This is an optimization exercise on Yosys and OpenROAD, whose aim is small area, not a production implementation.
The RTL was checked by simulation tests, not by an equivalence proof against the original design.
Power and IR drop assume default switching activity.

## PE_array
module PE_array #(
    parameter DATA_WIDTH    = 16 ,
    parameter SYSTOLIC_SIZE = 8
) (
    input                                       clk          ,
    input                                       rst_n        ,
    input                                       reset_pe     ,
    input                                       write_out_en ,
    input  [SYSTOLIC_SIZE * DATA_WIDTH - 1 : 0] wgt_in       ,
    input  [SYSTOLIC_SIZE * DATA_WIDTH - 1 : 0] ifm_in       ,
    output [SYSTOLIC_SIZE * DATA_WIDTH - 1 : 0] ofm_out
);
Size in the first run: about 4400 flip-flops, ~390 I/O pins, about 270000 µm² of cells after synthesis.
==> flow/config.mk <==
export PLATFORM = sky130hd
export DESIGN_NAME = PE_array
export DESIGN_NICKNAME = PE_array
export VERILOG_FILES = /design/flow/design.v
export SDC_FILE = /design/flow/constraint.sdc
export NUM_CORES = 4
export LEC_CHECK = 0
export CAP_MARGIN = 20
export CORE_MARGIN = 2
export CORE_UTILIZATION = 55
export CTS_CLUSTER_DIAMETER = 100
export CTS_CLUSTER_SIZE = 24
export GPL_TIMING_DRIVEN = 0
export SLEW_MARGIN = 20
export SYNTH_HIERARCHICAL = 1
export SYNTH_MINIMUM_KEEP_SIZE = 0
==> flow/constraint.sdc <==
create_clock -name core_clock -period 8.0 [get_ports {clk}]
set_input_delay 1.6000 -clock core_clock [delete_from_list [all_inputs] [get_ports {clk}]]
set_output_delay 1.6000 -clock core_clock [all_outputs]
set_load 0.01 [all_outputs]
standard.sh (not shown) runs the stock make flow with config.mk's settings and CLKGATE_MAP_FILE= SYNTH_SCRIPT=/design/flow/synth_recipe.tcl, a recipe that flattens the netlist after the stock synthesis.
==> flow/flow/run.sh <==
#!/bin/bash
set -euo pipefail
export BUFFER_PORTS_ARGS="-buffer_cell sky130_fd_sc_hd__buf_1"
export CTS_ARGS="-sink_clustering_enable -repair_clock_nets -dont_use_dummy_load -sink_clustering_size 24 -sink_clustering_max_diameter 100"
export REMOVE_ABC_BUFFERS=1
bash standard.sh > standard.log 2>&1
Rerun with:
--- a/flow/design.v
+++ b/flow/design.v
@@ -1,16 +1,16 @@
 module PE (
     input  [7:0]  one_n ,   
     input  [7:0]  two_n ,   
     input  [7:0]  neg   ,   
     input         negp  ,   
     input  [15:0] bn    ,   
     input  [15:0] acc   ,
-    input         keep  ,   
+    input         clr   ,
     output [15:0] d
 );
     wire p1;
     NR u2 (.a(one_n[0]), .b(bn[0]), .y(p1));
     wire x3;
     XR u4 (.a(p1), .b(neg[0]), .y(x3));
     wire p5;
     BSEL u6 (.one_n(one_n[0]), .two_n(two_n[0]), .bn0(bn[1]), .bn1(bn[0]), .sel(p5));
@@ -462,31 +462,26 @@
     XR u512 (.a(c469), .b(x509), .y(x511));
     wire x513;
     XR u514 (.a(x511), .b(c472), .y(x513));
     wire x515;
     XR u516 (.a(x513), .b(c475), .y(x515));
     wire x517;
     XR u518 (.a(x515), .b(c483), .y(x517));
     wire [15:0] sum = {x517, x481, x452, x426, x400, s378, s360, s345, s330, s318, s306, s297, s288, s282, s276, s273};
-    genvar k;
-    generate
-        for (k = 0; k < 16; k = k + 1) begin : g_d
-            AN u_d (.a(sum[k]), .b(keep), .y(d[k]));
-        end
-    endgenerate
+    assign d = {16{~clr}} & sum;
 endmodule
 module PE_F (
     input  [7:0]  one_n ,   
     input  [7:0]  two_n ,   
     input  [7:0]  neg   ,   
     input         negp  ,   
     input  [15:0] bn    ,   
     input  [15:0] acc   ,
-    input         keep  ,   
+    input         clr   ,
     output [15:0] d
 );
     wire p1;
     NR u2 (.a(one_n[0]), .b(bn[0]), .y(p1));
     wire x3;
     XR u4 (.a(p1), .b(neg[0]), .y(x3));
     wire p5;
     BSEL u6 (.one_n(one_n[0]), .two_n(two_n[0]), .bn0(bn[1]), .bn1(bn[0]), .sel(p5));
@@ -956,22 +951,17 @@
     XR u527 (.a(c484), .b(x524), .y(x526));
     wire x528;
     XR u529 (.a(x526), .b(c487), .y(x528));
     wire x530;
     XR u531 (.a(x528), .b(c490), .y(x530));
     wire x532;
     XR u533 (.a(x530), .b(c498), .y(x532));
     wire [15:0] sum = {x532, x496, x467, x441, x415, x392, x369, x349, s330, s318, s306, s297, s288, s282, s276, s273};
-    genvar k;
-    generate
-        for (k = 0; k < 16; k = k + 1) begin : g_d
-            AN u_d (.a(sum[k]), .b(keep), .y(d[k]));
-        end
-    endgenerate
+    assign d = {16{~clr}} & sum;
 endmodule
 module ENC (
     input  [15:0] a ,
     output [7:0]  one_n ,
     output [7:0]  two_n ,
     output [7:0]  neg ,
     output        negp    
 );
@@ -1064,21 +1054,21 @@
             cnt    <= 3'd0 ;
             mac_ok <= {(S - 1){1'b0}} ;
         end
         else begin
             if (cnt != 3'd7) cnt <= cnt + 3'd1 ;
             mac_ok <= write_out_en ? {1'b1, mac_ok[S - 1 : 2]} : {(S - 1){acc_ok}} ;
         end
     end
-    wire [S - 1 : 0] keep_m ;
+    wire [S - 1 : 0] clr_m ;
     genvar i, j, k;
     generate
         for (i = 0; i < S; i = i + 1) begin : g_clr
-            assign keep_m[i] = ~(reset_pe | (cnt < i)) ;
+            assign clr_m[i] = reset_pe | (cnt < i) ;
         end
     endgenerate
     wire sel_mac  = write_out_en ;
     wire sel_acc  = ~write_out_en ;
     wire sel_mac0 = write_out_en & mac_ok[1] ;
     wire sel_acc0 = ~write_out_en & acc_ok ;
     localparam EW = 25 ;   
     wire [S * S * EW - 1 : 0] bottom_q ;
@@ -1099,19 +1089,19 @@
                 end else begin : g_enc_q
                     assign enc = bottom_q[((i-1)*S + j)*EW +: EW] ;
                 end
                 wire [DW - 1 : 0] bn     = (j == 0)     ? ~ifm_in[i*DW +: DW] : right_q[(i*S + j-1)*DW +: DW] ;
                 assign bottom_q[(i*S + j)*EW +: EW] = bottom ;
                 assign right_q[(i*S + j)*DW +: DW]  = right ;
                 assign mac_q[(i*S + j)*DW +: DW]    = mac ;
                 if (i == 0 || j == 0) begin : g_fast
-                    PE_F pe_inst (.one_n (enc[7:0]), .two_n (enc[15:8]), .neg (enc[23:16]), .negp (enc[24]), .bn (bn), .acc (acc), .keep (keep_m[(i > j) ? i : j]), .d (acc_d));
+                    PE_F pe_inst (.one_n (enc[7:0]), .two_n (enc[15:8]), .neg (enc[23:16]), .negp (enc[24]), .bn (bn), .acc (acc), .clr (clr_m[(i > j) ? i : j]), .d (acc_d));
                 end else begin : g_pe
-                    PE   pe_inst (.one_n (enc[7:0]), .two_n (enc[15:8]), .neg (enc[23:16]), .negp (enc[24]), .bn (bn), .acc (acc), .keep (keep_m[(i > j) ? i : j]), .d (acc_d));
+                    PE   pe_inst (.one_n (enc[7:0]), .two_n (enc[15:8]), .neg (enc[23:16]), .negp (enc[24]), .bn (bn), .acc (acc), .clr (clr_m[(i > j) ? i : j]), .d (acc_d));
                 end
                 if (j == S - 1) begin : g_sel_last
                     assign mac_d = {DW{sel_acc}} & acc ;
                 end else begin : g_sel
                     wire [DW - 1 : 0] mac_in = mac_q[(i*S + j+1)*DW +: DW] ;
                     for (k = 0; k < DW; k = k + 1) begin : g_bit
                         MS u_ms (
                             .s1 ( (j == 0) ? sel_mac0 : sel_mac ) ,
What happened: Worst setup slack gets better by 0.053 ns. Count of clock-buffer cells in the layout came out higher by 4. Clock power stays flat. Power came out higher by 3.1%. Wire length is about the same. Global-route usage came out lower by 0.21 points. Cell area came out higher by 0.76%. Final cell count stays flat. Area after synthesis came out higher by 1.1%. Core utilization is about the same.

afterwards: timing with drivers on the ports:
The flow's constraints put no driver on any port. The routed layouts listed below were extracted and timed again, unchanged, in two steps.
Step 1 assumes that a clkbuf_16 drives the clock port and a buf_2 every other input.
Step 2, shift: input delay + t, output delay - t, t = (earliest + latest rising clock arrival at the registers) / 2. This alone moves slack from input paths to output paths.
Slacks: no drivers / after step 1 / after step 2; pairs: no drivers / after step 1.
run | t (ns) | setup WS [ns] | hold slack, ns | worst setup path at the end | worst register clock-pin slew, ns
the first run | 1.093 | 0.807 / 0.914 / -0.178 | 0.312 / 0.312 / 0.312 | input to register | 0.11 / 0.11
the second run | 1.086 | 0.860 / 0.964 / -0.122 | 0.312 / 0.312 / 0.312 | input to register | 0.10 / 0.10
Met with ideal ports but missed after step 2: setup timing in the first run and the second run. For the first run, which loses most, drivers alone change the setup slack by +0.107 ns; drivers and shift together by -0.985 ns.
